Background: an optimization exercise with open tools, aiming at small area. Do not read the settings as production practice. Only simulation tests tie the RTL to the original design; equivalence was not proved. Power is estimated from default activity; no workload was simulated.

File: flow/run.sh
#!/bin/bash
# synth_recipe.tcl (not shown) runs the flow's synth.tcl, then flattens the netlist and writes it again
# the make line also repeats each setting of config.mk as NAME=value (left out here)
make -C /OpenROAD-flow-scripts/flow DESIGN_CONFIG=/design/flow/config.mk WORK_HOME=/design/flow/orfs CLKGATE_MAP_FILE= SYNTH_SCRIPT=/design/flow/synth_recipe.tcl finish
File: flow/config.mk
export PLATFORM = sky130hd
export DESIGN_NAME = sin_gen
export DESIGN_NICKNAME = sin_gen
export VERILOG_FILES = /design/flow/design.v
export SDC_FILE = /design/flow/constraint.sdc
export NUM_CORES = 4
export LEC_CHECK = 0
export ABC_AREA = 1
export CAP_MARGIN = 20
export CELL_PAD_IN_SITES_DETAIL_PLACEMENT = 2
export CELL_PAD_IN_SITES_GLOBAL_PLACEMENT = 4
export CORE_MARGIN = 2
export CORE_UTILIZATION = 30
export SLEW_MARGIN = 20
export SYNTH_MEMORY_MAX_BITS = 16384
File: flow/constraint.sdc
create_clock -name core_clock -period 10.0 [get_ports {clk}]
set_input_delay 2.0000 -clock core_clock [delete_from_list [all_inputs] [get_ports {clk}]]
set_output_delay 2.0000 -clock core_clock [all_outputs]
set_load 0.01 [all_outputs]
File: flow/design.v
module sin_gen #(
  parameter phase_width     = 9,
  parameter data_width      = 16,
  parameter sampling_f      = 4535,    
  parameter clock_cnt_width = 13
)(
  input                        clk,         
  input                        rst,         
  input      [phase_width-1:0] phase_incr,  
  output     [phase_width-1:0] phase_out,
  output     [data_width-1:0]  signal_out,
  output                       fs_out       
);
  reg  [8:0]  phase_cnt;    
  reg  [8:0]  ph_d;         
  reg  [11:0] c;            
  reg         clock_out;    
  wire term = (c & 12'h27f) == 12'h07f;    
  wire fb   = ~(c[11] ^ c[10]);
  always @(posedge clk) begin
    if (rst) begin
      phase_cnt <= 9'd0;
      ph_d      <= 9'd0;
      c         <= 12'h0e5;
      clock_out <= 1'b1;
    end else begin
      ph_d <= phase_cnt;
      if (term) begin
        c         <= clock_out ? 12'h072 : 12'h0e5;
        clock_out <= ~clock_out;
        if (!clock_out)
          phase_cnt <= phase_cnt + phase_incr;
      end else begin
        c <= {c[10:0], fb};
      end
    end
  end
  assign phase_out = phase_cnt;
  assign fs_out    = clock_out;
  wire [8:0]  p = ph_d;
  wire [15:0] rom;
  wire n26, n27, n28, n29, n30, n31, n32, n33, n34, n35, n36, n37, n38, n39, n40, n41, n42, n43, n44, n45, n46, n47, n48, n49, n50, n51, n52, n53, n54, n55, n56, n57, n58, n59, n60, n61, n62, n63, n64, n65, n66, n67, n68, n69, n70, n71, n72, n73, n74, n75, n76, n77, n78, n79, n80, n81, n82, n83, n84, n85, n86, n87, n88, n89, n90, n91, n92, n93, n94, n95, n96, n97, n98, n99, n100, n101, n102, n103, n104, n105, n106, n107, n108, n109, n110, n111, n112, n113, n114, n115, n116, n117, n118, n119, n120, n121, n122, n123, n124, n125, n126, n127, n128, n129, n130, n131, n132, n133, n134, n135, n136, n137, n138, n139, n140, n141, n142, n143, n144, n145, n146, n147, n148, n149, n150, n151, n152, n153, n154, n155, n156, n157, n158, n159, n160, n161, n162, n163, n164, n165, n166, n167, n168, n169, n170, n171, n172, n173, n174, n175, n176, n177, n178, n179, n180, n181, n183, n184, n185, n186, n187, n188, n189, n190, n191, n192, n193, n194, n195, n196, n197, n198, n199, n200, n201, n202, n203, n204, n205, n206, n207, n208, n209, n210, n211, n212, n213, n214, n215, n216, n217, n218, n219, n220, n221, n222, n223, n224, n225, n226, n227, n228, n229, n230, n231, n232, n233, n234, n235, n237, n238, n239, n240, n241, n242, n243, n244, n245, n246, n247, n248, n249, n250, n251, n252, n253, n254, n255, n256, n257, n258, n259, n260, n261, n262, n263, n264, n265, n266, n267, n268, n269, n270, n271, n272, n273, n274, n275, n276, n277, n278, n279, n280, n281, n282, n283, n284, n286, n287, n288, n289, n290, n291, n292, n293, n294, n295, n296, n297, n298, n299, n300, n301, n302, n303, n304, n305, n306, n307, n308, n309, n310, n311, n312, n313, n314, n315, n316, n317, n318, n319, n320, n321, n322, n324, n325, n326, n327, n328, n329, n330, n331, n332, n333, n334, n335, n336, n337, n338, n339, n340, n341, n342, n343, n344, n345, n346, n347, n348, n349, n350, n351, n352, n353, n354, n355, n356, n357, n358, n359, n360, n361, n362, n363, n364, n365, n366, n367, n369, n370, n371, n372, n373, n374, n375, n376, n377, n378, n379, n380, n381, n382, n383, n384, n385, n386, n387, n388, n389, n390, n391, n392, n393, n394, n395, n397, n398, n399, n400, n401, n402, n403, n404, n405, n406, n407, n408, n409, n410, n411, n412, n413, n414, n415, n416, n417, n418, n419, n420, n421, n422, n424, n425, n426, n427, n428, n429, n430, n431, n432, n433, n434, n435, n436, n437, n438, n439, n440, n441, n442, n443, n444, n445, n446, n448, n449, n450, n451, n452, n453, n454, n455, n456, n457, n458, n459, n460, n461, n462, n463, n464, n465, n466, n467, n468, n469, n470, n471, n472, n473, n474, n476, n477, n478, n479, n480, n481, n482, n483, n484, n485, n486, n487, n488, n489, n490, n491, n492, n493, n494, n495, n496, n498, n499, n500, n501, n502, n503, n504, n505, n506, n507, n508, n509, n510, n511, n512, n513, n514, n515, n516, n517, n518, n519, n520, n521, n522, n523, n525, n526, n527, n528, n529, n530, n531, n532, n533, n534, n535, n537, n538, n539, n540, n542, n543, n545;
  assign n26 = ~p[0] & ~p[1];
  assign n27 = ~p[2] & n26;
  assign n28 = ~p[3] & n27;
  assign n29 = p[7] & ~n28;
  assign n30 = p[4] & ~n29;
  assign n31 = ~p[4] & n29;
  assign n32 = ~n30 & ~n31;
  assign n33 = p[7] & ~n27;
  assign n34 = p[3] & ~n33;
  assign n35 = ~p[3] & n33;
  assign n36 = ~n34 & ~n35;
  assign n37 = p[7] & ~n26;
  assign n38 = p[2] & ~n37;
  assign n39 = ~p[2] & n37;
  assign n40 = ~n38 & ~n39;
  assign n41 = p[1] & ~p[7];
  assign n42 = ~p[1] & p[7];
  assign n43 = ~n41 & ~n42;
  assign n44 = p[0] & ~n43;
  assign n45 = ~n40 & n44;
  assign n46 = n36 & ~n45;
  assign n47 = ~p[0] & p[1];
  assign n48 = ~n44 & ~n47;
  assign n49 = n40 & n48;
  assign n50 = n46 & ~n49;
  assign n51 = ~n26 & ~n44;
  assign n52 = n40 & n51;
  assign n53 = p[0] & n43;
  assign n54 = ~n40 & ~n53;
  assign n55 = ~n47 & n54;
  assign n56 = ~n52 & ~n55;
  assign n57 = ~n36 & ~n56;
  assign n58 = ~n50 & ~n57;
  assign n59 = n32 & ~n58;
  assign n60 = n40 & ~n44;
  assign n61 = ~n40 & ~n48;
  assign n62 = n36 & ~n61;
  assign n63 = ~n60 & n62;
  assign n64 = ~n32 & ~n63;
  assign n65 = ~n36 & n52;
  assign n66 = ~n36 & n54;
  assign n67 = ~n28 & ~n66;
  assign n68 = ~n65 & n67;
  assign n69 = n64 & n68;
  assign n70 = ~p[4] & n28;
  assign n71 = p[7] & ~n70;
  assign n72 = p[5] & p[7];
  assign n73 = ~n71 & ~n72;
  assign n74 = p[6] & ~n73;
  assign n75 = ~p[6] & n73;
  assign n76 = ~n74 & ~n75;
  assign n77 = ~n69 & n76;
  assign n78 = ~n59 & n77;
  assign n79 = ~n26 & ~n60;
  assign n80 = ~n36 & ~n79;
  assign n81 = ~p[0] & n40;
  assign n82 = ~n55 & ~n81;
  assign n83 = n36 & ~n82;
  assign n84 = ~n80 & ~n83;
  assign n85 = n32 & ~n84;
  assign n86 = n36 & ~n56;
  assign n87 = ~n81 & n86;
  assign n88 = p[0] & n40;
  assign n89 = ~n36 & ~n88;
  assign n90 = ~n32 & ~n89;
  assign n91 = ~n32 & ~n51;
  assign n92 = ~n90 & ~n91;
  assign n93 = ~n87 & ~n92;
  assign n94 = ~n76 & ~n93;
  assign n95 = ~n85 & n94;
  assign n96 = ~n78 & ~n95;
  assign n97 = p[5] & ~n71;
  assign n98 = ~p[5] & n71;
  assign n99 = ~n97 & ~n98;
  assign n100 = ~n96 & n99;
  assign n101 = n40 & n47;
  assign n102 = p[0] & ~n40;
  assign n103 = n36 & ~n102;
  assign n104 = ~n101 & n103;
  assign n105 = ~n27 & n104;
  assign n106 = ~n47 & n89;
  assign n107 = ~n105 & ~n106;
  assign n108 = n32 & ~n107;
  assign n109 = ~n26 & ~n40;
  assign n110 = n36 & ~n109;
  assign n111 = ~n49 & n110;
  assign n112 = ~n36 & n81;
  assign n113 = ~n32 & ~n61;
  assign n114 = ~n112 & n113;
  assign n115 = ~n111 & n114;
  assign n116 = ~n76 & ~n115;
  assign n117 = ~n108 & n116;
  assign n118 = ~n36 & n51;
  assign n119 = ~n102 & n118;
  assign n120 = ~n49 & ~n109;
  assign n121 = ~n44 & n120;
  assign n122 = n119 & ~n121;
  assign n123 = ~n44 & n111;
  assign n124 = n32 & ~n123;
  assign n125 = ~n122 & n124;
  assign n126 = n36 & n44;
  assign n127 = ~n32 & ~n126;
  assign n128 = ~n27 & n80;
  assign n129 = n127 & ~n128;
  assign n130 = n76 & ~n129;
  assign n131 = ~n125 & n130;
  assign n132 = ~n99 & ~n131;
  assign n133 = ~n117 & n132;
  assign n134 = ~n100 & ~n133;
  assign n135 = ~n40 & ~n44;
  assign n136 = ~n32 & ~n36;
  assign n137 = n135 & n136;
  assign n138 = n36 & n40;
  assign n139 = n32 & ~n138;
  assign n140 = n101 & n139;
  assign n141 = ~n137 & ~n140;
  assign n142 = n99 & ~n141;
  assign n143 = ~n45 & ~n47;
  assign n144 = n36 & ~n143;
  assign n145 = ~n36 & ~n40;
  assign n146 = ~n48 & n145;
  assign n147 = n32 & ~n146;
  assign n148 = ~n144 & n147;
  assign n149 = ~n28 & ~n32;
  assign n150 = ~n119 & n149;
  assign n151 = ~n99 & ~n150;
  assign n152 = ~n148 & n151;
  assign n153 = ~n142 & ~n152;
  assign n154 = ~n76 & ~n153;
  assign n155 = n36 & n61;
  assign n156 = ~n40 & ~n47;
  assign n157 = ~p[0] & n36;
  assign n158 = p[0] & ~n36;
  assign n159 = ~n157 & ~n158;
  assign n160 = ~n156 & n159;
  assign n161 = ~n155 & ~n160;
  assign n162 = ~n32 & ~n161;
  assign n163 = ~n49 & ~n55;
  assign n164 = n36 & n163;
  assign n165 = ~n36 & ~n48;
  assign n166 = ~n135 & n165;
  assign n167 = n32 & ~n166;
  assign n168 = ~n164 & n167;
  assign n169 = p[0] & n168;
  assign n170 = n99 & ~n169;
  assign n171 = ~n162 & n170;
  assign n172 = n32 & n112;
  assign n173 = n52 & n136;
  assign n174 = ~n99 & ~n173;
  assign n175 = ~n172 & n174;
  assign n176 = n76 & ~n175;
  assign n177 = ~n171 & n176;
  assign n178 = ~n154 & ~n177;
  assign n179 = p[8] & ~n178;
  assign n180 = n134 & ~n179;
  assign n181 = ~n134 & n179;
  assign rom[0] = ~n180 & ~n181;
  assign n183 = ~n134 & n178;
  assign n184 = p[8] & n183;
  assign n185 = ~n81 & ~n156;
  assign n186 = ~n27 & n36;
  assign n187 = ~n185 & n186;
  assign n188 = ~n56 & n187;
  assign n189 = ~n52 & ~n156;
  assign n190 = ~n36 & n189;
  assign n191 = n32 & ~n190;
  assign n192 = ~n112 & n191;
  assign n193 = ~n188 & n192;
  assign n194 = n40 & ~n51;
  assign n195 = n62 & ~n194;
  assign n196 = ~n32 & ~n146;
  assign n197 = ~n195 & n196;
  assign n198 = ~n99 & ~n197;
  assign n199 = ~n193 & n198;
  assign n200 = n36 & ~n189;
  assign n201 = ~n66 & ~n200;
  assign n202 = ~n110 & ~n201;
  assign n203 = ~n32 & ~n60;
  assign n204 = ~n202 & n203;
  assign n205 = ~n36 & n79;
  assign n206 = n36 & n51;
  assign n207 = n32 & ~n206;
  assign n208 = ~n205 & n207;
  assign n209 = n99 & ~n208;
  assign n210 = ~n204 & n209;
  assign n211 = ~n199 & ~n210;
  assign n212 = n76 & ~n211;
  assign n213 = ~n65 & n124;
  assign n214 = n88 & ~n111;
  assign n215 = n36 & n135;
  assign n216 = ~n32 & ~n215;
  assign n217 = ~n214 & n216;
  assign n218 = ~n99 & ~n217;
  assign n219 = ~n213 & n218;
  assign n220 = ~n36 & ~n60;
  assign n221 = ~n102 & n220;
  assign n222 = n32 & ~n215;
  assign n223 = n36 & n48;
  assign n224 = n222 & ~n223;
  assign n225 = ~n221 & n224;
  assign n226 = ~n36 & n109;
  assign n227 = ~n32 & ~n226;
  assign n228 = ~n48 & n227;
  assign n229 = n99 & ~n228;
  assign n230 = ~n225 & n229;
  assign n231 = ~n76 & ~n230;
  assign n232 = ~n219 & n231;
  assign n233 = ~n212 & ~n232;
  assign n234 = n184 & ~n233;
  assign n235 = ~n184 & n233;
  assign rom[1] = ~n234 & ~n235;
  assign n237 = ~n183 & n233;
  assign n238 = p[8] & ~n237;
  assign n239 = n157 & ~n185;
  assign n240 = ~n36 & ~n120;
  assign n241 = ~n221 & n240;
  assign n242 = ~n239 & ~n241;
  assign n243 = ~n32 & ~n242;
  assign n244 = ~n44 & n226;
  assign n245 = n139 & ~n244;
  assign n246 = ~n243 & ~n245;
  assign n247 = n99 & ~n246;
  assign n248 = n32 & ~n105;
  assign n249 = n68 & n248;
  assign n250 = n48 & n138;
  assign n251 = ~n27 & ~n36;
  assign n252 = ~n54 & n251;
  assign n253 = n127 & ~n252;
  assign n254 = ~n250 & n253;
  assign n255 = ~n99 & ~n254;
  assign n256 = ~n249 & n255;
  assign n257 = ~n247 & ~n256;
  assign n258 = ~n76 & ~n257;
  assign n259 = ~n54 & n118;
  assign n260 = n40 & n53;
  assign n261 = n259 & ~n260;
  assign n262 = ~n105 & ~n166;
  assign n263 = ~n261 & n262;
  assign n264 = n32 & ~n263;
  assign n265 = ~n60 & ~n109;
  assign n266 = n36 & ~n265;
  assign n267 = ~n49 & n266;
  assign n268 = n90 & ~n267;
  assign n269 = n99 & ~n268;
  assign n270 = ~n264 & n269;
  assign n271 = ~n32 & n36;
  assign n272 = ~n55 & n186;
  assign n273 = ~n47 & n145;
  assign n274 = ~n272 & ~n273;
  assign n275 = ~n271 & ~n274;
  assign n276 = p[0] & ~n54;
  assign n277 = n271 & ~n276;
  assign n278 = ~n275 & ~n277;
  assign n279 = n175 & n278;
  assign n280 = n76 & ~n279;
  assign n281 = ~n270 & n280;
  assign n282 = ~n258 & ~n281;
  assign n283 = ~n238 & n282;
  assign n284 = n238 & ~n282;
  assign rom[2] = ~n283 & ~n284;
  assign n286 = n237 & n282;
  assign n287 = p[8] & ~n286;
  assign n288 = p[0] & n164;
  assign n289 = ~n32 & ~n128;
  assign n290 = ~n288 & n289;
  assign n291 = n32 & ~n86;
  assign n292 = ~n36 & n143;
  assign n293 = n291 & ~n292;
  assign n294 = n99 & ~n293;
  assign n295 = ~n290 & n294;
  assign n296 = n32 & ~n159;
  assign n297 = ~n139 & ~n296;
  assign n298 = ~n51 & n110;
  assign n299 = ~n244 & ~n298;
  assign n300 = ~n61 & n220;
  assign n301 = ~n266 & ~n300;
  assign n302 = n299 & n301;
  assign n303 = ~n297 & ~n302;
  assign n304 = ~n32 & n201;
  assign n305 = ~n99 & ~n304;
  assign n306 = ~n303 & n305;
  assign n307 = ~n295 & ~n306;
  assign n308 = n76 & ~n307;
  assign n309 = ~n146 & n217;
  assign n310 = n32 & n274;
  assign n311 = ~n99 & ~n310;
  assign n312 = ~n309 & n311;
  assign n313 = ~n32 & ~n299;
  assign n314 = p[0] & n32;
  assign n315 = ~n146 & n314;
  assign n316 = n99 & ~n315;
  assign n317 = ~n313 & n316;
  assign n318 = ~n76 & ~n317;
  assign n319 = ~n312 & n318;
  assign n320 = ~n308 & ~n319;
  assign n321 = ~n287 & n320;
  assign n322 = n287 & ~n320;
  assign rom[3] = ~n321 & ~n322;
  assign n324 = n286 & n320;
  assign n325 = p[8] & ~n324;
  assign n326 = ~n112 & ~n118;
  assign n327 = n32 & n326;
  assign n328 = ~n267 & n327;
  assign n329 = ~n32 & ~n223;
  assign n330 = ~n251 & n329;
  assign n331 = ~n106 & n149;
  assign n332 = ~n330 & n331;
  assign n333 = n76 & ~n332;
  assign n334 = ~n328 & n333;
  assign n335 = n32 & ~n48;
  assign n336 = ~n109 & n186;
  assign n337 = n227 & ~n336;
  assign n338 = ~n335 & ~n337;
  assign n339 = ~n76 & ~n338;
  assign n340 = n99 & ~n339;
  assign n341 = ~n334 & n340;
  assign n342 = ~n87 & ~n223;
  assign n343 = n36 & n60;
  assign n344 = n32 & ~n343;
  assign n345 = ~n36 & n82;
  assign n346 = n344 & ~n345;
  assign n347 = n342 & n346;
  assign n348 = ~n36 & ~n163;
  assign n349 = ~n135 & n186;
  assign n350 = ~n32 & ~n349;
  assign n351 = ~n348 & n350;
  assign n352 = ~n76 & ~n351;
  assign n353 = ~n347 & n352;
  assign n354 = ~n49 & ~n61;
  assign n355 = n32 & ~n354;
  assign n356 = ~n139 & ~n355;
  assign n357 = ~n66 & ~n348;
  assign n358 = ~n356 & n357;
  assign n359 = n89 & ~n265;
  assign n360 = n127 & ~n359;
  assign n361 = n76 & ~n360;
  assign n362 = ~n358 & n361;
  assign n363 = ~n99 & ~n362;
  assign n364 = ~n353 & n363;
  assign n365 = ~n341 & ~n364;
  assign n366 = ~n325 & n365;
  assign n367 = n325 & ~n365;
  assign rom[4] = n366 | n367;
  assign n369 = n324 & ~n365;
  assign n370 = p[8] & ~n369;
  assign n371 = n32 & ~n40;
  assign n372 = ~n160 & n371;
  assign n373 = n174 & ~n277;
  assign n374 = ~n372 & n373;
  assign n375 = ~n104 & ~n359;
  assign n376 = n196 & ~n375;
  assign n377 = ~n226 & n344;
  assign n378 = ~n376 & ~n377;
  assign n379 = n99 & ~n378;
  assign n380 = n76 & ~n379;
  assign n381 = ~n374 & n380;
  assign n382 = ~n337 & ~n371;
  assign n383 = ~n32 & ~n110;
  assign n384 = n99 & ~n383;
  assign n385 = ~n382 & n384;
  assign n386 = ~n54 & ~n88;
  assign n387 = ~n32 & ~n386;
  assign n388 = n222 & ~n259;
  assign n389 = ~n387 & ~n388;
  assign n390 = ~n99 & ~n389;
  assign n391 = ~n76 & ~n390;
  assign n392 = ~n385 & n391;
  assign n393 = ~n381 & ~n392;
  assign n394 = ~n370 & n393;
  assign n395 = n370 & ~n393;
  assign rom[5] = n394 | n395;
  assign n397 = n369 & ~n393;
  assign n398 = p[8] & ~n397;
  assign n399 = ~p[0] & n149;
  assign n400 = ~n296 & ~n399;
  assign n401 = ~n76 & ~n400;
  assign n402 = n64 & n76;
  assign n403 = ~n348 & n402;
  assign n404 = n99 & ~n403;
  assign n405 = ~n401 & n404;
  assign n406 = n36 & n276;
  assign n407 = ~n244 & ~n406;
  assign n408 = n192 & n407;
  assign n409 = ~n111 & ~n240;
  assign n410 = ~n32 & n409;
  assign n411 = ~n40 & n410;
  assign n412 = ~n76 & ~n228;
  assign n413 = ~n411 & n412;
  assign n414 = ~n408 & n413;
  assign n415 = n248 & ~n345;
  assign n416 = ~n330 & ~n415;
  assign n417 = n76 & ~n416;
  assign n418 = ~n99 & ~n417;
  assign n419 = ~n414 & n418;
  assign n420 = ~n405 & ~n419;
  assign n421 = ~n398 & n420;
  assign n422 = n398 & ~n420;
  assign rom[6] = ~n421 & ~n422;
  assign n424 = n191 & n342;
  assign n425 = ~n32 & ~n185;
  assign n426 = ~n105 & n425;
  assign n427 = ~n99 & ~n426;
  assign n428 = ~n424 & n427;
  assign n429 = ~n165 & ~n206;
  assign n430 = n32 & ~n429;
  assign n431 = n91 & ~n343;
  assign n432 = n99 & ~n431;
  assign n433 = ~n430 & n432;
  assign n434 = ~n76 & ~n433;
  assign n435 = ~n428 & n434;
  assign n436 = n271 & n354;
  assign n437 = ~n168 & ~n436;
  assign n438 = ~n99 & ~n437;
  assign n439 = n127 & ~n386;
  assign n440 = n99 & ~n314;
  assign n441 = ~n439 & n440;
  assign n442 = n76 & ~n441;
  assign n443 = ~n438 & n442;
  assign n444 = ~n435 & ~n443;
  assign n445 = ~n398 & n444;
  assign n446 = n398 & ~n444;
  assign rom[7] = ~n445 & ~n446;
  assign n448 = ~n126 & n409;
  assign n449 = ~n32 & ~n448;
  assign n450 = n99 & ~n335;
  assign n451 = ~n449 & n450;
  assign n452 = ~n126 & n371;
  assign n453 = n49 & n271;
  assign n454 = ~n99 & ~n453;
  assign n455 = ~n452 & n454;
  assign n456 = n76 & ~n455;
  assign n457 = ~n451 & n456;
  assign n458 = ~n261 & n291;
  assign n459 = n36 & ~n195;
  assign n460 = ~n32 & ~n259;
  assign n461 = ~n459 & n460;
  assign n462 = ~n99 & ~n461;
  assign n463 = ~n458 & n462;
  assign n464 = n32 & ~n187;
  assign n465 = ~n57 & n464;
  assign n466 = ~n54 & ~n260;
  assign n467 = ~n32 & n466;
  assign n468 = n99 & ~n467;
  assign n469 = ~n465 & n468;
  assign n470 = ~n76 & ~n469;
  assign n471 = ~n463 & n470;
  assign n472 = ~n457 & ~n471;
  assign n473 = ~n398 & n472;
  assign n474 = n398 & ~n472;
  assign rom[8] = n473 | n474;
  assign n476 = ~n50 & n227;
  assign n477 = ~n355 & ~n476;
  assign n478 = n99 & ~n477;
  assign n479 = ~n99 & ~n145;
  assign n480 = n139 & n479;
  assign n481 = ~n478 & ~n480;
  assign n482 = n76 & ~n481;
  assign n483 = ~n63 & n326;
  assign n484 = n147 & n483;
  assign n485 = n99 & ~n410;
  assign n486 = ~n484 & n485;
  assign n487 = ~n52 & ~n301;
  assign n488 = n216 & ~n487;
  assign n489 = n32 & ~n301;
  assign n490 = ~n99 & ~n489;
  assign n491 = ~n488 & n490;
  assign n492 = ~n76 & ~n491;
  assign n493 = ~n486 & n492;
  assign n494 = ~n482 & ~n493;
  assign n495 = ~n398 & n494;
  assign n496 = n398 & ~n494;
  assign rom[9] = n495 | n496;
  assign n498 = n32 & n62;
  assign n499 = n99 & n498;
  assign n500 = n76 & ~n499;
  assign n501 = ~n32 & ~n46;
  assign n502 = ~n498 & ~n501;
  assign n503 = ~n147 & n502;
  assign n504 = ~n99 & ~n138;
  assign n505 = ~n503 & ~n504;
  assign n506 = n500 & n505;
  assign n507 = ~n110 & ~n145;
  assign n508 = ~n165 & n507;
  assign n509 = ~n32 & ~n508;
  assign n510 = n32 & ~n220;
  assign n511 = n99 & ~n510;
  assign n512 = ~n509 & n511;
  assign n513 = ~n146 & ~n186;
  assign n514 = ~n32 & ~n513;
  assign n515 = ~n110 & n510;
  assign n516 = ~n99 & ~n515;
  assign n517 = ~n514 & n516;
  assign n518 = ~n499 & ~n517;
  assign n519 = ~n512 & n518;
  assign n520 = ~n76 & ~n519;
  assign n521 = ~n506 & ~n520;
  assign n522 = n398 & ~n521;
  assign n523 = ~n398 & n521;
  assign rom[10] = n522 | n523;
  assign n525 = ~n383 & ~n510;
  assign n526 = n99 & ~n525;
  assign n527 = ~n99 & ~n510;
  assign n528 = ~n76 & ~n527;
  assign n529 = ~n136 & ~n528;
  assign n530 = ~n526 & ~n529;
  assign n531 = n99 & n502;
  assign n532 = n76 & ~n531;
  assign n533 = ~n530 & ~n532;
  assign n534 = ~n398 & n533;
  assign n535 = n398 & ~n533;
  assign rom[11] = ~n534 & ~n535;
  assign n537 = ~n384 & n528;
  assign n538 = ~n500 & ~n537;
  assign n539 = ~n398 & n538;
  assign n540 = n398 & ~n538;
  assign rom[12] = ~n539 & ~n540;
  assign n542 = ~n398 & n528;
  assign n543 = n398 & ~n528;
  assign rom[13] = ~n542 & ~n543;
  assign n545 = p[7] & n397;
  assign rom[14] = n398 | n545;
  assign rom[15] = p[8] & rom[14];
  assign signal_out = rom;
endmodule
==> out/qor.yml, run 1 <==
clock_network:
  ctsLongestPathBuffers: 2
  root_buffer: "clkbuf_16"
  htreeDepth: 2
  worstSkewPairLatency_ps: 280
  cts.sinks: 31
  cts_tree: "done"
  clk_pin_slew_ps: 50
  cts_resized: 0
  hold_buffers: 0
  postCtsSetupBuffers: 0
  cts_buffers: 5
yosys:
  ys.warnings.count: 1
  syn-cell-area_um2: 3680
  netlist_instances: 628
  synth-seq-cells: 31
  synth-simple-area-share_pct: 47.5
  synth.mux.area_fraction_pct: 0
  synth-compound-area-share_pct: 14.5
  avgSynthCellArea_um2: 5.87
  synth_nets: 653
  ys_types: 46
  synth_fa_ha_area_share_pct: 4.96
  synth_top_family_by_area: "simple AND/OR/NAND/NOR gates"
  ys_seq_area_share_pct: 16.8
  synth-xor-area-share_pct: 3.57
cells_and_area:
  diodes: 0
  fill_cells: 1531
  final_area_um2: 4280
  final_cell_mix: "nand2_1 (181), inv_1 (74), nand3_1 (74)"
  final_nets: 675
  layout_commonest_cell: "nand2_1"
  area_growth_pct: 16.2
  layout-drive-gt1-share_pct: 9.83
global_routing:
  overflow: 0
  grt_util_all_layers_pct: 27.0
  grt_antenna_before_repair: 0
  grt_pass1_vias: 4669
  grt_start_max_net_pins: 37
  grt_first_pass_wirelength_mm: 27.1
routing:
  drtPass1Iterations: 5
  vias: 4396
  drt_iter0_drc: 222
  ant_nets: 0
  post_drt_via_cell_ratio: 5.51
  drc: 0
  wl_per_cell_um: 21.6
  drt_wl_total_mm: 17.2
timing:
  min_period_over_period_pct: 66.7
  finalCriticalPeriod_ps: 6670
  setup_viol: 0
  setup_tns_ps: 0
  max-slew-margin-rel_pct: 28.0
  slew_violations: 0
  finalWorstSetupSlack_ps: 3330
  rsz0062_at_grt: "false"
  worst_pin_slew_ps: 1080
  holdWs_ps: 416
  max_freq_mhz: 150
  hold_viol: 0
  skew_ps: 8.04
worst_setup_path:
  cp-end-kind: "output port"
  cp_data_arrival_time_ps: 4670
  worst-r2r-setup-slack_ps: 7600
  reg2reg_depth: 14
  crit_path_max_fanout: 15
  worst_r2r_startpoint: "phase_cnt[2]"
  r2r_end: "phase_cnt[7]"
  crit_type: "reg -> out"
  crit_path_start_kind: "flip-flop"
  critPathRequiredTime_ps: 8000
placement:
  hpwlAfterDp_mm: 13.6
  port_buffers: 36
  place_area_um2: 4090
  gp_congestion: 0.948
  pre_cts_ws_ps: 3570
run_status:
  outcome: "no timing/DRC/antenna violations"
floorplanning:
  die_w_um: 115
  initial_utilization_pct: 30.7
  core_area_um2: 12000
  die_area_um2: 13200
  io-pin-count: 37
  rows: 40
  die_h_um: 115
worst_hold_path:
  min_from: "c[7]"
  min_path_type: "reg -> reg"
  hold_end: "c[8]"
  holdPathStages: 2
pwr:
  p_leak_uw: 0.00214
  p_per_area_nw_per_um2: 79.0
  peakVddDrop_mv: 0.111
job:
  maxCapViolCount: 0
[per-layer routing]
metal	global-route usage, %	up-vias	wire length [um]
met4	10.1	0	601
met2	48.8	130	8770
met5	0	-	0
li1	-	2078	-
met3	2.00	31	665
met1	33.5	2157	7190
[Yosys cell counts, drive strengths merged]
library cell	number	area (um2)
a211oi	3	22.5
a21oi	31	155
a22o	1	8.76
a31oi	4	25.0
a32oi	1	8.76
and3	1	6.26
buf	19	134
clkbuf	3	11.3
clkinv	2	8.75
dfxtp	31	621
fa	1	20.0
ha	13	163
inv	83	314
nand2	206	895
nand3	84	485
nand3b	1	7.51
nand4	10	62.6
nor2	63	259
nor3	3	15.0
o211ai	6	45.0
o21a	2	15.0
o21ai	36	184
o21bai	1	7.51
o221ai	4	35.0
o22ai	3	18.8
o31ai	1	7.51
or2	3	18.8
xnor2	5	51.3
xor2	7	80.1
[how the worst max path moves through the flow]
stage             from             end  slack, ps  cells past startpoint
2_1_floorplan  ph_d[1]  signal_out[14]       5590                     20
3_3_place_gp   ph_d[7]   signal_out[9]       3660                     18
3_5_place_dp   ph_d[7]   signal_out[7]       3570                     18
4_1_cts        ph_d[7]   signal_out[7]       3280                     18
5_1_grt        ph_d[7]   signal_out[8]       2880                     18
6_report       ph_d[7]   signal_out[7]       3330                     18
[registers in the layout (all words and copies together) (netlist names)]
| signal | cells |
|---|---|
| c | 12 |
| clock_out | 1 |
| phase_cnt | 9 |
| ph_d | 9 |
[through the flow]
step / instances / power (uW) / utilization, %
floorplan: 628 / 137 / -
global placement: 790 / 144 / 34.1
detailed placement: 790 / 144 / 34.1
CTS: 798 / 340 / 35.6
global route: 798 / 350 / 35.6
finish: 798 / 338 / 35.6
[where the power goes]
part           internal [uW]  switching [uW]  total (uW)  leakage [uW]
Clock                    143            53.7         196     0.0000911
Combinational           6.75            7.17        13.9       0.00179
Sequential               127            1.17         128      0.000253
[critical path: stages, from the launching register on]
cell,delay (ps)
dfxtp_1,790
inv_1,270
nand2_1,120
nand3_1,220
ha_1,380
nand2_1,290
nand2_2,130
a21oi_1,360
o21ai_0,160
nand3_1,120
nand2_1,70
nand2_1,60
nand2_1,150
nor2_4,150
nand3_2,200
nand2_2,230
nand2_1,70
nand2_1,60
clkdlybuf4s50_1,540
[cells by family after synthesis]
family                   count (synthesis)
adder cells (fa/ha/maj)                 14
buffers and inverters                  107
AO/OA/AOI/OAI                           93
XOR/XNOR                                12
flip-flops                              31
AND/OR/NAND/NOR                        371
[area by class of cell]
type                            instances  area [um2]  area share [%]
Sequential cell                        31         621            14.5
Timing Repair Buffer                   37         368            8.59
Multi-Input combinational cell        490        2600            60.7
Clock buffer                            6         129            3.01
Clock inverter                          2        60.1            1.40
Inverter                               85         323            7.54
Tap cell                              147         184            4.30
==> inputs of run 2 (changes only) <==
==> flow/flow/run.sh (new file) <==
#!/bin/bash
set -euo pipefail
W=$PWD
mkdir -p "$W/myscripts"
cp -r "$FLOW_HOME/scripts/." "$W/myscripts/"
cp "$W/flow/abc_area.script" "$W/myscripts/abc_area.script"
bash standard.sh "SCRIPTS_DIR=$W/myscripts" "ADDER_MAP_FILE=" synth > "$W/synth.log" 2>&1
bash standard.sh "BUFFER_PORTS_ARGS=-buffer_cell sky130_fd_sc_hd__buf_1" \
  "CTS_ARGS=-sink_clustering_enable -repair_clock_nets -buf_list sky130_fd_sc_hd__clkbuf_4 -dont_use_dummy_load" \
  finish > "$W/layout.log" 2>&1
==> flow/flow/abc_area.script (new file) <==
strash
&get -n
&dch -f
&nf -R 1000
&put
topo
==> flow/standard.sh (new file) <==
#!/bin/bash
# synth_recipe.tcl (not shown) runs the flow's synth.tcl, then flattens the netlist and writes it again
# the make line also repeats each setting of config.mk as NAME=value (left out here)
make -C /OpenROAD-flow-scripts/flow DESIGN_CONFIG=/design/flow/config.mk WORK_HOME=/design/flow/orfs CLKGATE_MAP_FILE= SYNTH_SCRIPT=/design/flow/synth_recipe.tcl "${@:-finish}"
removed: flow/run.sh
==> run 2 against run 1 <==
Still clean; worst hold slack improved by 20 ps; via count decreased by 19%; critical path depth decreased by 2; synthesized area decreased by 24%; sequential power about the same; clock power decreased by about 70%; first-iteration DRC count decreased by 12%; critical endpoint is now signal_out[15].
==> out/qor.yml, run 2 <==
run_status:
  outcome: "no timing/DRC/antenna violations"
routing:
  ant_nets: 0
  post_drt_via_cell_ratio: 6.20
  drc: 0
  drt_iter0_drc: 196
  drtPass1Iterations: 4
  wl_per_cell_um: 23.5
  vias: 3573
  drt_wl_total_mm: 13.5
worst_setup_path:
  reg2reg_depth: 12
  crit_path_max_fanout: 26
  worst-r2r-setup-slack_ps: 6150
  cp_common_cell: "nand2_1"
  cp_data_arrival_time_ps: 5310
  crit_family: "simple AND/OR/NAND/NOR gates"
  max_stage_delay_ps: 840
  path_buf_inv: 2
  cp-end-kind: "output port"
  worst_path_max_delay_cell: "xnor2_1"
  cp.depth: 16
  r2r_end: "phase_cnt[8]"
  crit_start: "ph_d[0]"
  worstPathCellList: "buf_4 -> o21ai_0 -> xnor2_1 -> nand2_1 -> nand2_1 -> nor2_1 -> o31ai_1 -> nand3_1 -> a22o_1 -> or3_1 -> nor2_1 -> nand2_1 -> o21ai_2 -> o31ai_1 -> and2_0 -> buf_1"
  critPathRequiredTime_ps: 8000
  worst_r2r_startpoint: "phase_cnt[1]"
  endpoint: "signal_out[15]"
  crit_path_start_kind: "flip-flop"
  crit_type: "reg -> out"
clock_network:
  cts_buffers: 5
  postCtsSetupBuffers: 0
  hold_buffers: 0
  clk_pin_slew_ps: 90
  ctsLongestPathBuffers: 2
  htreeDepth: 2
  cts.sinks: 31
  cts_tree: "done"
  root_buffer: "clkbuf_4"
  worstSkewPairLatency_ps: 320
  cts_resized: 0
placement:
  place_area_um2: 3190
  hpwlAfterDp_mm: 10.4
  pre_cts_ws_ps: 2710
  port_buffers: 36
  gp_congestion: 0.992
  dp_cells: 571
yosys:
  synth_largest_area_cell: "dfxtp_1"
  netlist_instances: 410
  synth_common_cells: "nand2_1 (65), nor2_1 (48), a21oi_1 (47), o21ai_0 (43), dfxtp_1 (31)"
  ys_types: 38
  avgSynthCellArea_um2: 6.79
  yosysTopAreaCellShare_pct: 22.3
  yosysMostFrequentCell: "nand2_1"
  synth-seq-cells: 31
  ys.warnings.count: 1
  synth_edf_count: 0
  ys_seq_area_share_pct: 22.3
  synth_area_leaders: "dfxtp_1 (22%), nand2_1 (8.8%), a21oi_1 (8.5%)"
  synth_nets: 421
  async_reset_ff_share_pct: 0
  synth_ff_type: "dfxtp_1"
  syn-cell-area_um2: 2780
cells_and_area:
  layout-drive-gt1-share_pct: 5.16
  diodes: 0
  instances_no_fill: 576
  largest_register_ffs: 12
  final_nets: 478
  largestRegisters: "c: 12 flops, ph_d: 9 flops, phase_cnt: 9 flops"
  area_growth_pct: 16.2
  regMostFlops: "c"
  final_area_um2: 3230
  final_cell_mix: "nand2_1 (65), nor2_1 (48), a21oi_1 (47)"
  layout_commonest_cell: "nand2_1"
worst_hold_path:
  min_path_type: "reg -> reg"
floorplanning:
  core_area_um2: 9110
  io-pin-count: 37
  die_h_um: 100
  rows: 35
  die_area_um2: 10100
  initial_utilization_pct: 30.5
  die_w_um: 100
job:
  maxCapViolCount: 0
timing:
  max-slew-margin-rel_pct: 32.5
  hold_viol: 0
  max_freq_mhz: 137
  slew_violations: 0
  setup_tns_ps: 0
  worst_pin_slew_ps: 1000
  skew_ps: 17.2
  finalCriticalPeriod_ps: 7310
  setup_viol: 0
  rsz0062_at_grt: "false"
  min_period_over_period_pct: 73.1
  finalWorstSetupSlack_ps: 2690
pwr:
  peakVddDrop_mv: 0.0743
  p_leak_uw: 0.00113
  p_per_area_nw_per_um2: 61.0
global_routing:
  overflow: 0
  grt_antenna_before_repair: 0
  grt_pass1_vias: 3802
  grt_start_max_net_pins: 29
  grt_util_all_layers_pct: 27.8
  grt_first_pass_wirelength_mm: 21.5
run 2: cell types whose count changed in the layout (fill, tap and decap cells not counted), moves of 12 or more:
| cell | delta |
|---|---|
| a21oi_1 | +16 |
| nand3_1 | -61 |
| buf_1 | +36 |
| nand2_2 | -15 |
| xnor2_1 | +18 |
| inv_1 | -74 |
| nor2b_1 | +12 |
| ha_1 | -13 |
| buf_4 | +13 |
| nand2_1 | -116 |
| clkdlybuf4s50_1 | -36 |
| o21ai_0 | +13 |
run 2: worst min path at each step:
stage / cells after the start / slack, ps / startpoint / to
4_1_cts: 1 / 450 / c[4] / c[5]
6_report: 1 / 440 / c[4] / c[5]
3_3_place_gp: 1 / 420 / c[7] / c[8]
5_1_grt: 1 / 460 / c[7] / c[8]
2_1_floorplan: 1 / 410 / c[7] / c[8]
3_5_place_dp: 1 / 430 / c[8] / c[9]
run 2: per-stage QoR:
step	hold WS [ps]	total power, uW	util (%)
after floorplan	407	135	-
after global placement	422	140	35.0
after detailed placement	428	141	35.0
after CTS	447	201	35.5
after global routing	455	208	35.5
final	436	197	35.5
run 2: worst reg2reg max path, cell delays in order, from the launching register on:
cell     delay [ps]
dfxtp_1         350
xnor2_1         230
o21ai_0         170
maj3_1          420
maj3_1          400
maj3_1          430
maj3_1          420
maj3_1          410
maj3_1          390
o21ai_0         190
a21oi_1          90
a21oi_1         150
o21a_1          130
run 2: final cells by class:
class | instances | area [um2]
fillers | 1141 | 5880
multi-input cells | 378 | 2190
flip-flops and latches | 31 | 621
repair buffers | 50 | 240
well taps | 111 | 139
clock buffers | 5 | 37.5
inverters | 1 | 3.75
run 2: layer usage:
metal	GRT usage (%)	share of wire [%]	vias up
met5	0	0	-
met2	48.5	49	150
met4	17.0	6.6	0
li1	-	-	1638
met1	33.0	40	1733
met3	2.58	4.5	52
run 2: report_power, final:
part | switching, uW | internal [uW] | leakage, uW | total [uW]
Sequential | 1.27 | 126 | 0.000253 | 127
Clock | 36.1 | 23.4 | 0.0000230 | 59.5
Combinational | 5.74 | 4.45 | 0.000854 | 10.2
Total | 43.1 | 154 | 0.00113 | 197
run 2: cell families (layout without fill, tap and decap cells):
kind of cell	after synthesis	in the layout	share of synthesized area, %
compound gates	157	157	34.4
xor+xnor	42	42	13.2
fa+ha+maj	6	6	2.16
buf+inv	1	56	0.135
flops	31	31	22.3
simple gates	173	173	27.8
==> inputs of run 3 (changes only) <==
--- a/flow/config.mk
+++ b/flow/config.mk
@@ -7,9 +7,9 @@
 export LEC_CHECK = 0
 export ABC_AREA = 1
-export CAP_MARGIN = 20
+export CAP_MARGIN = 0
 export CELL_PAD_IN_SITES_DETAIL_PLACEMENT = 2
 export CELL_PAD_IN_SITES_GLOBAL_PLACEMENT = 4
 export CORE_MARGIN = 2
 export CORE_UTILIZATION = 30
-export SLEW_MARGIN = 20
+export SLEW_MARGIN = 0
 export SYNTH_MEMORY_MAX_BITS = 16384
==> run 3 against run 2 <==
First-iteration DRC count is 12% higher; die area unchanged; worst hold slack barely moved; sequential share of layout area barely moved; power is essentially flat; maximum frequency down 4.0%; clock skew did not move; clock power barely moved; global-route usage stayed put; critical path type unchanged.
==> out/qor.yml, run 3 <==
yosys:
  synth_area_leaders: "dfxtp_1 (22%), nand2_1 (8.8%), a21oi_1 (8.5%)"
  synth_fa_ha_area_share_pct: 2.16
  async_reset_ff_share_pct: 0
  synth-compound-area-share_pct: 34.4
  synth_ff_type: "dfxtp_1"
  synth_nets: 421
  synth_edf_count: 0
  synth-xor-area-share_pct: 13.2
  avgSynthCellArea_um2: 6.79
  synth_common_cells: "nand2_1 (65), nor2_1 (48), a21oi_1 (47), o21ai_0 (43), dfxtp_1 (31)"
  synth_largest_area_cell: "dfxtp_1"
  synth_top_family_by_area: "compound AO/OA/AOI/OAI gates"
  ys_types: 38
  ys.warnings.count: 1
  synth-simple-area-share_pct: 27.8
  synth.mux.area_fraction_pct: 0
  ys_seq_area_share_pct: 22.3
  yosysTopAreaCellShare_pct: 22.3
  yosysMostFrequentCell: "nand2_1"
  netlist_instances: 410
  syn-cell-area_um2: 2780
  synth-seq-cells: 31
worst_hold_path:
  holdPathStages: 1
  min_path_type: "reg -> reg"
  min_from: "c[4]"
clock_network:
  worstSkewPairLatency_ps: 320
  clk_pin_slew_ps: 90
  htreeDepth: 2
  cts_buffers: 5
  cts.sinks: 31
  ctsLongestPathBuffers: 2
  postCtsSetupBuffers: 0
  hold_buffers: 0
  root_buffer: "clkbuf_4"
  cts_tree: "done"
  cts_resized: 0
pwr:
  p_leak_uw: 0.00113
  power_uw: 197
  peakVddDrop_mv: 0.0743
  p_per_area_nw_per_um2: 61.1
floorplanning:
  die_h_um: 100
  core_area_um2: 9110
  initial_utilization_pct: 30.5
  die_w_um: 100
  rows: 35
  die_area_um2: 10100
  io-pin-count: 37
worst_setup_path:
  worst_r2r_startpoint: "phase_cnt[1]"
  endpoint: "signal_out[15]"
  r2r_end: "phase_cnt[8]"
  cp-end-kind: "output port"
  crit_path_max_fanout: 26
  crit_start: "ph_d[0]"
  worst-r2r-setup-slack_ps: 6150
  critPathRequiredTime_ps: 8000
  crit_type: "reg -> out"
  reg2reg_depth: 12
  cp_data_arrival_time_ps: 5610
  crit_path_start_kind: "flip-flop"
placement:
  gp_congestion: 0.992
  dp_cells: 571
  port_buffers: 36
  hpwlAfterDp_mm: 10.4
job:
  maxCapViolCount: 0
cells_and_area:
  layout-drive-gt1-share_pct: 4.95
  instances_no_fill: 576
  multiInputGateArea_um2: 2190
  final-seq-area_um2: 621
  largestRegisters: "c: 12 flops, ph_d: 9 flops, phase_cnt: 9 flops"
  fill_cells: 1139
  final_nets: 478
  diodes: 0
  layout_commonest_cell: "nand2_1"
  postLayoutCoreUtil_pct: 35.5
  largest_register_ffs: 12
  area_growth_pct: 16.1
  regMostFlops: "c"
  final_cell_mix: "nand2_1 (65), nor2_1 (48), a21oi_1 (47)"
timing:
  min_period_over_period_pct: 76.1
  rsz0062_at_grt: "false"
  worst_pin_slew_ps: 1080
  holdWs_ps: 436
  max-slew-margin-rel_pct: 27.4
  setup_viol: 0
  skew_ps: 17.2
  finalCriticalPeriod_ps: 7610
  max_freq_mhz: 131
  setup_tns_ps: 0
  slew_violations: 0
  hold_viol: 0
global_routing:
  grt_first_pass_wirelength_mm: 21.5
  grt_util_all_layers_pct: 27.8
  grt_start_max_net_pins: 29
  grt_pass1_vias: 3802
  grt_antenna_before_repair: 0
  overflow: 0
routing:
  post_drt_via_cell_ratio: 6.21
  drc: 0
  drtPass1Iterations: 5
  drt_iter0_drc: 219
  ant_nets: 0
  drt_wl_total_mm: 13.5
  wl_per_cell_um: 23.5
  vias: 3576
run_status:
  outcome: "no timing/DRC/antenna violations"
## run 3: cell counts after synthesis
No cell type changed its count.
## run 3: cells by family after synthesis
kind of cell / Yosys count
AND/OR/NAND/NOR: 173
AO/OA/AOI/OAI: 157
XOR/XNOR: 42
flip-flops: 31
adder cells (fa/ha/maj): 6
buffers and inverters: 1
## run 3: area by class of cell
type,instances,area share [%]
clock buffer,5,1.16
inverter,1,0.116
multi-input combinational,378,67.8
sequential,31,19.2
tap,111,4.30
timing repair buffer,50,7.44
## run 3: metal layers
metal,GRT usage [%],part of all wire (%),up-vias
li1,-,-,1639
met1,33.0,40,1741
met2,48.5,50,145
met3,2.58,4.3,51
met4,17.0,6.5,0
met5,0,0,-
## run 3: how the worst min path moves through the flow
stage	endpoint	slack [ps]
floorplan	c[8]	410
global placement	c[8]	420
detailed placement	c[9]	430
CTS	c[5]	450
global route	c[8]	460
finish	c[5]	440
## run 3: power breakdown
group | leakage, uW | total, uW | internal (uW) | switching, uW
logic | 0.000854 | 10.2 | 4.45 | 5.75
clock network | 0.0000230 | 59.6 | 23.4 | 36.1
registers | 0.000253 | 127 | 126 | 1.27
total | 0.00113 | 197 | 154 | 43.1
## run 3: worst max-delay path, cell delays in order, from the launching register on
cell	delay, ps
dfxtp_1	310
buf_4	280
o21ai_0	210
xnor2_1	830
nor2_1	340
o21ai_0	480
o32ai_1	170
a22oi_1	210
o21ai_0	140
a22o_1	290
or3_1	360
nor2_1	140
nand2_1	100
o21ai_1	880
o31ai_1	210
and2_0	220
buf_1	120
## run 3: through the flow
stage               cell area [um2]  setup WS, ps
finish                         3230          2390
global route                   3230          1910
CTS                            3230          2330
detailed placement             3190          2710
global placement               3190          2760
floorplan                      2780          2130
==> inputs of run 4 (changes only) <==
--- a/flow/config.mk
+++ b/flow/config.mk
@@ -7,9 +7,9 @@
 export LEC_CHECK = 0
 export ABC_AREA = 1
-export CAP_MARGIN = 0
+export CAP_MARGIN = 10
 export CELL_PAD_IN_SITES_DETAIL_PLACEMENT = 2
 export CELL_PAD_IN_SITES_GLOBAL_PLACEMENT = 4
 export CORE_MARGIN = 2
 export CORE_UTILIZATION = 30
-export SLEW_MARGIN = 0
+export SLEW_MARGIN = 10
 export SYNTH_MEMORY_MAX_BITS = 16384
==> run 4 against run 3 <==
Worst setup slack unchanged; synthesized cell count is the same; combinational power is essentially flat; register-to-register slack barely moved; global-route usage stayed put; maximum frequency did not move; power unchanged; critical path depth unchanged; utilization unchanged; non-clock buffer count stayed put; highest routed layer unchanged.
==> out/qor.yml, run 4 <==
run_status:
  outcome: "no timing/DRC/antenna violations"
floorplanning:
  io-pin-count: 37
  die_w_um: 100
  rows: 35
  die_area_um2: 10100
  die_h_um: 100
  core_area_um2: 9110
  initial_utilization_pct: 30.5
yosys:
  avgSynthCellArea_um2: 6.79
  syn-cell-area_um2: 2780
  synth_edf_count: 0
  async_reset_ff_share_pct: 0
  yosysMostFrequentCell: "nand2_1"
  synth_common_cells: "nand2_1 (65), nor2_1 (48), a21oi_1 (47), o21ai_0 (43), dfxtp_1 (31)"
  ys.warnings.count: 1
  synth_nets: 421
  synth_ff_type: "dfxtp_1"
  yosysTopAreaCellShare_pct: 22.3
  synth_largest_area_cell: "dfxtp_1"
  ys_types: 38
  ys_seq_area_share_pct: 22.3
  netlist_instances: 410
  synth_area_leaders: "dfxtp_1 (22%), nand2_1 (8.8%), a21oi_1 (8.5%)"
  synth-seq-cells: 31
timing:
  hold_viol: 0
  worst_pin_slew_ps: 1080
  setup_tns_ps: 0
  slew_violations: 0
  min_period_over_period_pct: 76.1
  setup_viol: 0
  finalCriticalPeriod_ps: 7610
  skew_ps: 17.2
  holdWs_ps: 436
  max_freq_mhz: 131
  max-slew-margin-rel_pct: 27.4
  rsz0062_at_grt: "false"
clock_network:
  ctsLongestPathBuffers: 2
  worstSkewPairLatency_ps: 320
  cts_tree: "done"
  clk_pin_slew_ps: 90
  cts_resized: 0
  root_buffer: "clkbuf_4"
  cts_buffers: 5
  postCtsSetupBuffers: 0
  cts.sinks: 31
  hold_buffers: 0
  htreeDepth: 2
global_routing:
  overflow: 0
  grt_start_max_net_pins: 29
  grt_antenna_before_repair: 0
  grt_pass1_vias: 3802
  grt_first_pass_wirelength_mm: 21.5
  grt_util_all_layers_pct: 27.8
worst_setup_path:
  crit_path_max_fanout: 26
  crit_family: "compound AO/OA/AOI/OAI gates"
  cp_common_cell: "o21ai_0"
  crit_path_start_kind: "flip-flop"
  worstPathCellList: "buf_4 -> o21ai_0 -> xnor2_1 -> nor2_1 -> o21ai_0 -> o32ai_1 -> a22oi_1 -> o21ai_0 -> a22o_1 -> or3_1 -> nor2_1 -> nand2_1 -> o21ai_1 -> o31ai_1 -> and2_0 -> buf_1"
  cp-end-kind: "output port"
  path_buf_inv: 2
  worst_path_max_delay_cell: "o21ai_1"
  crit_type: "reg -> out"
  cp_data_arrival_time_ps: 5610
  critPathRequiredTime_ps: 8000
  max_stage_delay_ps: 880
cells_and_area:
  largest_register_ffs: 12
  final_area_um2: 3230
  diodes: 0
  layout_commonest_cell: "nand2_1"
  regMostFlops: "c"
  final_cell_mix: "nand2_1 (65), nor2_1 (48), a21oi_1 (47)"
  final_nets: 478
  layout-drive-gt1-share_pct: 4.95
  postLayoutCoreUtil_pct: 35.5
  area_growth_pct: 16.1
  largestRegisters: "c: 12 flops, ph_d: 9 flops, phase_cnt: 9 flops"
routing:
  drc: 0
  wl_per_cell_um: 23.5
  vias: 3576
  drt_wl_total_mm: 13.5
  post_drt_via_cell_ratio: 6.21
  ant_nets: 0
  drtPass1Iterations: 5
  drt_iter0_drc: 219
pwr:
  p_per_area_nw_per_um2: 61.1
  p_leak_uw: 0.00113
  power_uw: 197
  peakVddDrop_mv: 0.0743
placement:
  hpwlAfterDp_mm: 10.4
  gp_congestion: 0.992
  place_area_um2: 3190
  port_buffers: 36
job:
  maxCapViolCount: 0
worst_hold_path:
  min_path_type: "reg -> reg"
-- run 4: path summary, 6_finish.rpt --
| path | cells after the start | from | to | slack [ps] |
|---|---|---|---|---|
| min | 1 | c[4] | c[5] | 440 |
| max | 16 | ph_d[0] | signal_out[15] | 2390 |
| max reg2reg | 12 | phase_cnt[1] | phase_cnt[8] | 6150 |
| min reg2reg | 1 | c[4] | c[5] | 440 |
-- run 4: stage by stage --
stage / setup slack [ps] / std cells
5_1_grt: 1910 / 576
3_5_place_dp: 2710 / 571
4_1_cts: 2330 / 576
6_report: 2390 / 576
2_1_floorplan: 2130 / 410
3_3_place_gp: 2760 / 571
-- run 4: final cells by class --
cell class / instances / area (um2)
Clock buffer: 5 / 37.5
Sequential cell: 31 / 621
Inverter: 1 / 3.75
Fill cell: 1139 / 5880
Timing Repair Buffer: 50 / 240
Tap cell: 111 / 139
Multi-Input combinational cell: 378 / 2190
-- run 4: metal layers --
metal	vias up	part of all wire, %	track usage [%]
li1	1639	-	-
met1	1741	40	33.0
met2	145	50	48.5
met3	51	4.3	2.58
met4	0	6.5	17.0
met5	-	0	0
-- run 4: report_power, final --
| group | internal [uW] | total (uW) | switching, uW | leakage (uW) |
|---|---|---|---|---|
| Sequential | 126 | 127 | 1.27 | 0.000253 |
| Combinational | 4.45 | 10.2 | 5.75 | 0.000854 |
| Clock | 23.4 | 59.6 | 36.1 | 0.0000230 |
-- run 4: cell families (layout without fill, tap and decap cells) --
logic type,after synthesis,after routing,share of synthesized area (%)
xor gates and xnor gates,42,42,13.2
DFF,31,31,22.3
buffers and inverters,1,56,0.135
adders and majority gates,6,6,2.16
and+or+nand+nor,173,173,27.8
AOI/OAI and AO/OA,157,157,34.4
==> inputs of run 5 (changes only) <==
--- a/flow/config.mk
+++ b/flow/config.mk
@@ -7,9 +7,11 @@
 export LEC_CHECK = 0
 export ABC_AREA = 1
-export CAP_MARGIN = 10
+export CAP_MARGIN = 20
 export CELL_PAD_IN_SITES_DETAIL_PLACEMENT = 2
 export CELL_PAD_IN_SITES_GLOBAL_PLACEMENT = 4
 export CORE_MARGIN = 2
-export CORE_UTILIZATION = 30
-export SLEW_MARGIN = 10
+export CORE_UTILIZATION = 60
+export GPL_TIMING_DRIVEN = 1
+export PLACE_DENSITY = 0.75
+export SLEW_MARGIN = 20
 export SYNTH_MEMORY_MAX_BITS = 16384
==> run 5 against run 4 <==
The run now fails in 3_1_place_gp_skip_io; synthesized area stayed put; synthesized cell count did not move.
==> out/qor.yml, run 5 <==
yosys:
  synth_fa_ha_area_share_pct: 2.16
  ys_seq_area_share_pct: 22.3
  ys.warnings.count: 1
  synth_top_family_by_area: "compound AO/OA/AOI/OAI gates"
  synth_largest_area_cell: "dfxtp_1"
  synth-simple-area-share_pct: 27.8
  synth-seq-cells: 31
  synth.mux.area_fraction_pct: 0
  yosysMostFrequentCell: "nand2_1"
  avgSynthCellArea_um2: 6.79
  synth-xor-area-share_pct: 13.2
  netlist_instances: 410
  synth_edf_count: 0
  yosysTopAreaCellShare_pct: 22.3
  synth_common_cells: "nand2_1 (65), nor2_1 (48), a21oi_1 (47), o21ai_0 (43), dfxtp_1 (31)"
  synth_ff_type: "dfxtp_1"
  synth_nets: 421
  async_reset_ff_share_pct: 0
  syn-cell-area_um2: 2780
  synth_area_leaders: "dfxtp_1 (22%), nand2_1 (8.8%), a21oi_1 (8.5%)"
  ys_types: 38
  synth-compound-area-share_pct: 34.4
run_status:
  first-error: "[ERROR GPL-0301] Utilization 171.726 % exceeds 100%."
  stop_stage: "3_1_place_gp_skip_io"
  outcome: "aborted with a tool error"
floorplanning:
  initial_utilization_pct: 63.0
  die_w_um: 72.1
  die_h_um: 72.1
  rows: 24
## run 5: logic make-up after synthesis
logic type                 after synthesis
AOI/OAI and AO/OA                      157
xor gates and xnor gates                42
adders and majority gates                6
buffers and inverters                    1
DFF                                     31
and+or+nand+nor                        173
==> inputs of run 6 (changes only) <==
--- a/flow/config.mk
+++ b/flow/config.mk
@@ -12,5 +12,5 @@
 export CORE_MARGIN = 2
 export CORE_UTILIZATION = 60
-export GPL_TIMING_DRIVEN = 1
+export GPL_TIMING_DRIVEN = 0
 export PLACE_DENSITY = 0.75
 export SLEW_MARGIN = 20
==> run 6 against run 5 <==
The run again fails in 3_1_place_gp_skip_io; synthesized area unchanged; synthesized cell count unchanged.
==> out/qor.yml, run 6 <==
yosys:
  ys.warnings.count: 1
  netlist_instances: 410
  synth-seq-cells: 31
  ys_types: 38
  ys_seq_area_share_pct: 22.3
  synth_largest_area_cell: "dfxtp_1"
  synth_common_cells: "nand2_1 (65), nor2_1 (48), a21oi_1 (47), o21ai_0 (43), dfxtp_1 (31)"
  avgSynthCellArea_um2: 6.79
  yosysMostFrequentCell: "nand2_1"
  synth_nets: 421
  synth_edf_count: 0
  synth_ff_type: "dfxtp_1"
  syn-cell-area_um2: 2780
  synth_area_leaders: "dfxtp_1 (22%), nand2_1 (8.8%), a21oi_1 (8.5%)"
  async_reset_ff_share_pct: 0
  yosysTopAreaCellShare_pct: 22.3
floorplanning:
  initial_utilization_pct: 63.0
  die_h_um: 72.1
  die_w_um: 72.1
  rows: 24
run_status:
  stop_stage: "3_1_place_gp_skip_io"
  first-error: "[ERROR GPL-0301] Utilization 171.726 % exceeds 100%."
  outcome: "aborted with a tool error"
run 6: cell counts after synthesis:
No cell type changed its count.
run 6: cells by family after synthesis:
family / Yosys count / synth area share, %
compound gates: 157 / 34.4
xor+xnor: 42 / 13.2
fa+ha+maj: 6 / 2.16
buf+inv: 1 / 0.135
flops: 31 / 22.3
simple gates: 173 / 27.8
==> inputs of run 7 (changes only) <==
==> flow/flow/run.sh (replaced) <==
#!/bin/bash
set -euo pipefail
W=$PWD
mkdir -p "$W/myscripts"
cp -r "$FLOW_HOME/scripts/." "$W/myscripts/"
cp "$W/flow/abc_area.script" "$W/myscripts/abc_area.script"
bash standard.sh "SCRIPTS_DIR=$W/myscripts" "ADDER_MAP_FILE=" synth > "$W/synth.log" 2>&1
bash standard.sh "BUFFER_PORTS_ARGS=-buffer_cell sky130_fd_sc_hd__buf_1" \
  "CTS_ARGS=-sink_clustering_enable -repair_clock_nets -buf_list sky130_fd_sc_hd__clkbuf_8 -sink_clustering_size 50 -sink_clustering_max_diameter 300 -dont_use_dummy_load" \
  finish > "$W/layout.log" 2>&1
--- a/flow/config.mk
+++ b/flow/config.mk
@@ -11,7 +11,6 @@
 export CELL_PAD_IN_SITES_GLOBAL_PLACEMENT = 4
 export CORE_MARGIN = 2
-export CORE_UTILIZATION = 60
+export CORE_UTILIZATION = 30
 export GPL_TIMING_DRIVEN = 0
-export PLACE_DENSITY = 0.75
 export SLEW_MARGIN = 20
 export SYNTH_MEMORY_MAX_BITS = 16384
==> run 7 against run 6 <==
The run now finishes clean; synthesized cell count unchanged; synthesized area unchanged.
==> out/qor.yml, run 7 <==
routing:
  vias: 3469
  drt_iter0_drc: 182
  ant_nets: 0
  wl_per_cell_um: 22.8
  drc: 0
  drtPass1Iterations: 4
  drt_wl_total_mm: 13.0
  post_drt_via_cell_ratio: 6.10
yosys:
  syn-cell-area_um2: 2780
  synth_edf_count: 0
  synth-simple-area-share_pct: 27.8
  synth.mux.area_fraction_pct: 0
  synth_area_leaders: "dfxtp_1 (22%), nand2_1 (8.8%), a21oi_1 (8.5%)"
  netlist_instances: 410
  synth_common_cells: "nand2_1 (65), nor2_1 (48), a21oi_1 (47), o21ai_0 (43), dfxtp_1 (31)"
  synth-compound-area-share_pct: 34.4
  synth_nets: 421
  synth-seq-cells: 31
  avgSynthCellArea_um2: 6.79
  ys.warnings.count: 1
  yosysTopAreaCellShare_pct: 22.3
  synth_fa_ha_area_share_pct: 2.16
  yosysMostFrequentCell: "nand2_1"
  synth_largest_area_cell: "dfxtp_1"
  synth-xor-area-share_pct: 13.2
  ys_types: 38
  async_reset_ff_share_pct: 0
  synth_ff_type: "dfxtp_1"
  ys_seq_area_share_pct: 22.3
  synth_top_family_by_area: "compound AO/OA/AOI/OAI gates"
floorplanning:
  rows: 35
  die_area_um2: 10100
  core_area_um2: 9110
  die_h_um: 100
  die_w_um: 100
  io-pin-count: 37
  initial_utilization_pct: 30.5
worst_setup_path:
  cp-end-kind: "output port"
  crit_path_start_kind: "flip-flop"
  worst_r2r_startpoint: "phase_cnt[1]"
  critPathRequiredTime_ps: 8000
  cp_data_arrival_time_ps: 5940
  r2r_end: "phase_cnt[8]"
  crit_type: "reg -> out"
  worst-r2r-setup-slack_ps: 6210
  crit_path_max_fanout: 26
  reg2reg_depth: 12
clock_network:
  postCtsSetupBuffers: 0
  hold_buffers: 0
  cts.sinks: 31
  clk_pin_slew_ps: 60
  htreeDepth: 2
  cts_resized: 0
  worstSkewPairLatency_ps: 280
  cts_tree: "done"
  cts_buffers: 5
  root_buffer: "clkbuf_8"
  ctsLongestPathBuffers: 2
cells_and_area:
  instances_no_fill: 569
  diodes: 0
  layout_commonest_cell: "nand2_1"
  final_nets: 471
  regMostFlops: "c"
  layout-drive-gt1-share_pct: 5.24
  final_cell_mix: "nand2_1 (65), a21oi_1 (47), nor2_1 (47)"
  largestRegisters: "c: 12 flops, ph_d: 9 flops, phase_cnt: 9 flops"
  area_growth_pct: 20.1
  largest_register_ffs: 12
placement:
  hpwlAfterDp_mm: 10.2
  gp_congestion: 0.962
  dp_cells: 564
  port_buffers: 36
timing:
  rsz0062_at_grt: "false"
  max_freq_mhz: 126
  hold_viol: 0
  min_period_over_period_pct: 79.4
  setup_tns_ps: 0
  skew_ps: 6.59
  max-slew-margin-rel_pct: 35.4
  finalCriticalPeriod_ps: 7940
  slew_violations: 0
  worst_pin_slew_ps: 968
  setup_viol: 0
pwr:
  comb_power_share_pct: 4.4
  p_per_area_nw_per_um2: 66.4
  peakVddDrop_mv: 0.0930
  p_seq_share_pct: 57.5
  p_leak_uw: 0.00117
  switchingPower_uw: 46.9
  internal_power_uw: 175
  p_sw_share_pct: 21.1
  clkPwrFrac_pct: 38.1
global_routing:
  grt_start_max_net_pins: 28
  grt_first_pass_wirelength_mm: 20.7
  grt_antenna_before_repair: 0
  grt_util_all_layers_pct: 27.0
  grt_pass1_vias: 3666
  overflow: 0
job:
  maxCapViolCount: 0
worst_hold_path:
  hold_end: "c[9]"
  holdPathStages: 1
  min_path_type: "reg -> reg"
  min_from: "c[8]"
run_status:
  outcome: "no timing/DRC/antenna violations"
run 7: worst max-delay path, cell delays in order (launching register included):
cell	delay, ps
dfxtp_1	950
o21ai_0	420
xor2_2	780
nor2_1	310
nor2_1	330
nand2_1	150
a41oi_1	210
o21ai_0	110
a21oi_1	130
a31oi_1	120
and2_0	290
or3_1	420
nor2_1	120
nand2_1	100
o21ai_2	690
o31ai_1	190
and2_0	200
buf_1	120
run 7: through the flow:
step                      hold WS, ps  util, %  setup WS [ps]  area [um2]  power [uW]
after CTS                         429     36.7           2180        3340         227
after global routing              455     36.7           1620        3340         233
after global placement            411     33.6           -568        3060         140
final                             426     36.7           2060        3340         222
after floorplan                   407        -           2130        2780         135
after detailed placement          425     35.9           2500        3270         141
run 7: cell families (layout without fill, tap and decap cells):
family / after synthesis / after routing
adders and majority gates: 6 / 6
AOI/OAI and AO/OA: 157 / 157
and+or+nand+nor: 173 / 173
DFF: 31 / 31
buffers and inverters: 1 / 49
xor gates and xnor gates: 42 / 42
run 7: area by class of cell:
type | count | area [um2]
Fill cell | 1128 | 5770
Timing Repair Buffer | 43 | 238
Inverter | 1 | 3.75
Clock buffer | 5 | 68.8
Multi-Input combinational cell | 378 | 2270
Tap cell | 111 | 139
Sequential cell | 31 | 621
run 7: routing by layer:
| layer | GRT usage [%] | share of wire, % | routed length, um | up-vias |
|---|---|---|---|---|
| li1 | - | - | - | 1633 |
| met1 | 31.6 | 41 | 5290 | 1705 |
| met2 | 48.3 | 51 | 6620 | 103 |
| met4 | 13.2 | 4.0 | 513 | 0 |
| met5 | 0 | 0 | 0 | - |
| met3 | 3.41 | 4.2 | 543 | 28 |
run 7: power by group through the flow:
stage / sequential (uW) / clock [uW] / combinational (uW)
floorplan: 130 / 0 / 5.35
global placement: 130 / 0 / 9.42
detailed placement: 130 / 0 / 10.0
CTS: 128 / 88.7 / 10.1
global route: 128 / 93.1 / 11.5
finish: 128 / 84.5 / 9.83
run 7: worst max-delay path by stage:
stage	startpoint	endpoint	slack (ps)	depth (start not counted)
2_1_floorplan	ph_d[0]	signal_out[15]	2130	16
3_3_place_gp	ph_d[0]	signal_out[15]	-570	17
3_5_place_dp	ph_d[0]	signal_out[15]	2500	17
4_1_cts	ph_d[0]	signal_out[15]	2180	17
5_1_grt	ph_d[0]	signal_out[15]	1620	17
6_report	ph_d[0]	signal_out[15]	2060	17

## afterwards: timing with drivers on the ports
The flow's constraints put no driver on any port. The routed layouts listed below were extracted and timed again, unchanged, in two steps. Step 1: set_driving_cell puts a clkbuf_16 on clk and a buf_2 on each other input, an assumption about the parent block. Step 2 also shifts input and output timing later by t, the mid clock arrival at the registers, as if the neighbouring blocks saw the same clock. Slacks: ideal ports / drivers / drivers and shift; pairs: ideal ports / drivers.
| run | t, ns | setup slack, ns | hold slack, ns | clock arrival spread, ns | cell pins on the clock port's net |
|---|---|---|---|---|---|
| run 1 | 0.310 | 3.335 / 3.300 / 3.610 | 0.416 / 0.416 / 0.416 | 0.008 / 0.008 | 1 |
| run 2 | 0.337 | 2.693 / 2.668 / 3.005 | 0.436 / 0.436 / 0.436 | 0.017 / 0.017 | 1 |
| run 3 | 0.338 | 2.386 / 2.361 / 2.698 | 0.436 / 0.436 / 0.436 | 0.017 / 0.017 | 1 |
| run 4 | 0.338 | 2.386 / 2.361 / 2.698 | 0.436 / 0.436 / 0.436 | 0.017 / 0.017 | 1 |
| run 7 | 0.305 | 2.061 / 2.031 / 2.336 | 0.426 / 0.426 / 0.426 | 0.006 / 0.006 | 1 |
After both steps setup and hold are still met in every run listed.
